What follows belongs to an exercise in optimizing a design on an open flow for small area, a short achievable clock period and few clock cycles; a production flow would make more cautious choices.
In this exercise RTL edits were held to simulation tests only and were not proved equivalent to the original.
No activity file was given, so power comes from the tool's default toggle rates.

Design fast_top_level, start of the top module:
module fast_top_level #(
    parameter X_MAX = 64,
    parameter Y_MAX = 64,
    parameter THRESHOLD = 20
) (
    input logic clk, n_rst,
    input logic [7:0] SRAM_in_gaus,
    input logic new_trans, SRAM_in_fast,
    input logic [$clog2(X_MAX) - 1:0] max_x, max_y,
    output logic write_SRAM_fast, read_SRAM_gaus, read_SRAM_fast, write_SRAM_OUT, done,
    output logic signed [$clog2(X_MAX):0] x_addr_gaus, y_addr_gaus, x_addr_fast, y_addr_fast, x_addr_OUT, y_addr_OUT,
    output logic [23:0] SRAM_OUT_wdata
);
localparam int K    = 9;             
localparam int P    = K + 6;         
localparam int CI   = 3 * P + 1;     
localparam int LEN  = 6 * P + 3;     
localparam int GI   = 2 * P + 2;     
localparam int GLEN = 4 * P + 5;     
localparam int TE   = 3 * P + 3;     
localparam int TW   = 5 * P + 8;     
localparam int EO   = TE % P;        
localparam int WO   = TW % P;
localparam int AW   = $clog2(X_MAX) + 1;
localparam logic [6:0] NEGK  = 7'(128 - K);        
logic [5:0] xlast, xm4;              
  ...
Size in the first run: roughly 2,100 cells after synthesis, ~960 flip-flops, ~95 I/O pins, roughly 27,000 sq um of cells after synthesis.
export LEC_CHECK = 0
export CAP_MARGIN = 20
export CORE_MARGIN = 2
export CORE_UTILIZATION = 40
export CTS_CLUSTER_DIAMETER = 100
export CTS_CLUSTER_SIZE = 30
export PLACE_DENSITY = 0.6
export SLEW_MARGIN = 20
create_clock -name core_clock -period 8.0 [get_ports {clk}]
standard.sh (not shown) runs the stock make flow with config.mk's settings and CLKGATE_MAP_FILE= SYNTH_SCRIPT=/design/flow/synth_recipe.tcl, a recipe that flattens the netlist after the stock synthesis.
==> flow/flow/run.sh <==
#!/bin/bash
# Standard layout, with timing repair aimed below the clock period (setup
# margin) and plain buffers on the ports. The make output goes to
# standard_finish.log; each ORFS step logs to orfs/logs/.
set -euo pipefail
bash standard.sh SETUP_SLACK_MARGIN=5.3 \
    "BUFFER_PORTS_ARGS=-buffer_cell sky130_fd_sc_hd__buf_2" \
    finish > standard_finish.log 2>&1
Testbench counts at the start, summed over its fixed seeds: cycles 107,168.
Change:
--- a/flow/flow/run.sh
+++ b/flow/flow/run.sh
@@ -6 +6 @@
-bash standard.sh SETUP_SLACK_MARGIN=5.3 \
+bash standard.sh SETUP_SLACK_MARGIN=5.2 \
Effect: Die area is unchanged; maximum frequency hardly moves; cell area is lower by about 2.3%.

---

## v6
Starting RTL as in the previous note.
==> flow/config.mk <==
export PLATFORM = sky130hd
export DESIGN_NAME = fast_top_level
export DESIGN_NICKNAME = fast_top_level
export VERILOG_FILES = /design/flow/design.v
export SDC_FILE = /design/flow/constraint.sdc
export NUM_CORES = 4
export LEC_CHECK = 0
export CAP_MARGIN = 20
export CORE_MARGIN = 2
export CORE_UTILIZATION = 40
export CTS_CLUSTER_DIAMETER = 70
export CTS_CLUSTER_SIZE = 36
export PLACE_DENSITY = 0.6
export SLEW_MARGIN = 20
==> flow/constraint.sdc <==
create_clock -name core_clock -period 8.0 [get_ports {clk}]
set_input_delay 1.6000 -clock core_clock [delete_from_list [all_inputs] [get_ports {clk}]]
set_output_delay 1.6000 -clock core_clock [all_outputs]
set_load 0.01 [all_outputs]
==> flow/flow/run.sh <==
#!/bin/bash
# Standard layout, with timing repair aimed below the clock period (setup
# margin) and plain buffers on the ports. The make output goes to
# standard_finish.log; each ORFS step logs to orfs/logs/.
set -euo pipefail
bash standard.sh SETUP_SLACK_MARGIN=5.2 \
    "BUFFER_PORTS_ARGS=-buffer_cell sky130_fd_sc_hd__buf_2" \
    finish > standard_finish.log 2>&1
v6: all stages complete, timing, DRC and antenna checks passed
Testbench counts of v6, summed over its fixed seeds: cycles 107,168.
Modified inputs, v7 compared to v6
- swapping 70 for 80 in CTS_CLUSTER_DIAMETER
- swapping 0.6 for 0.7 in PLACE_DENSITY
- swapping 40 for 55 in CORE_UTILIZATION
- swapping 36 for 34 in CTS_CLUSTER_SIZE
- v7 reached the final stage; the timing, DRC and antenna checks on its layout passed.
- The non-clock buffer share of cell area was comparable across v6 and v7.
- v6 -> v7: multi-input combinational cell count delta 0, exact match
- Of v6 and v7, the run reporting the lower hold slack was v7.
- v6 -> v7: number of inserted diodes delta 0, exact match
- [compare] base=v6 new=v7: total half-perimeter wirelength after legalization and detailed placement decreased by 2.3% relative to the old numbers; data required time at the worst endpoint closely matched the old numbers; total power decreased by 290 µW relative to the old numbers.

## afterwards: timing with drivers on the ports
The flow's constraints put no driver on any port. The routed layouts listed below were extracted and timed again, unchanged, in two steps.
Step 1 sets driving cells, clkbuf_16 on the clock port and buf_2 on the other inputs (assumed; they add their load-dependent delay and slew).
Step 2 times the ports against the registers' clock, not the clock port: input delays grow and output delays shrink by t, the midpoint of the rising clock arrivals with the driver on.
Three values: ideal, step 1, step 2; two values: the first two.
run | t (ns) | slack for setup (ns) | clock arrival spread, ns | worst register clock-pin slew, ns | worst slew at a driven data input, ns
the first run of note 1 | 0.661 | 5.213 / 5.151 / 5.376 | 0.033 / 0.033 | 0.12 / 0.12 | 0.03
the second run of note 1 | 0.659 | 5.214 / 5.152 / 5.308 | 0.032 / 0.033 | 0.12 / 0.12 | 0.03
v6 | 0.652 | 5.226 / 5.169 / 5.273 | 0.050 / 0.050 | 0.12 / 0.12 | 0.03
v7 | 0.642 | 5.229 / 5.170 / 5.294 | 0.041 / 0.040 | 0.12 / 0.12 | 0.04
After both steps every run listed still meets setup and hold.
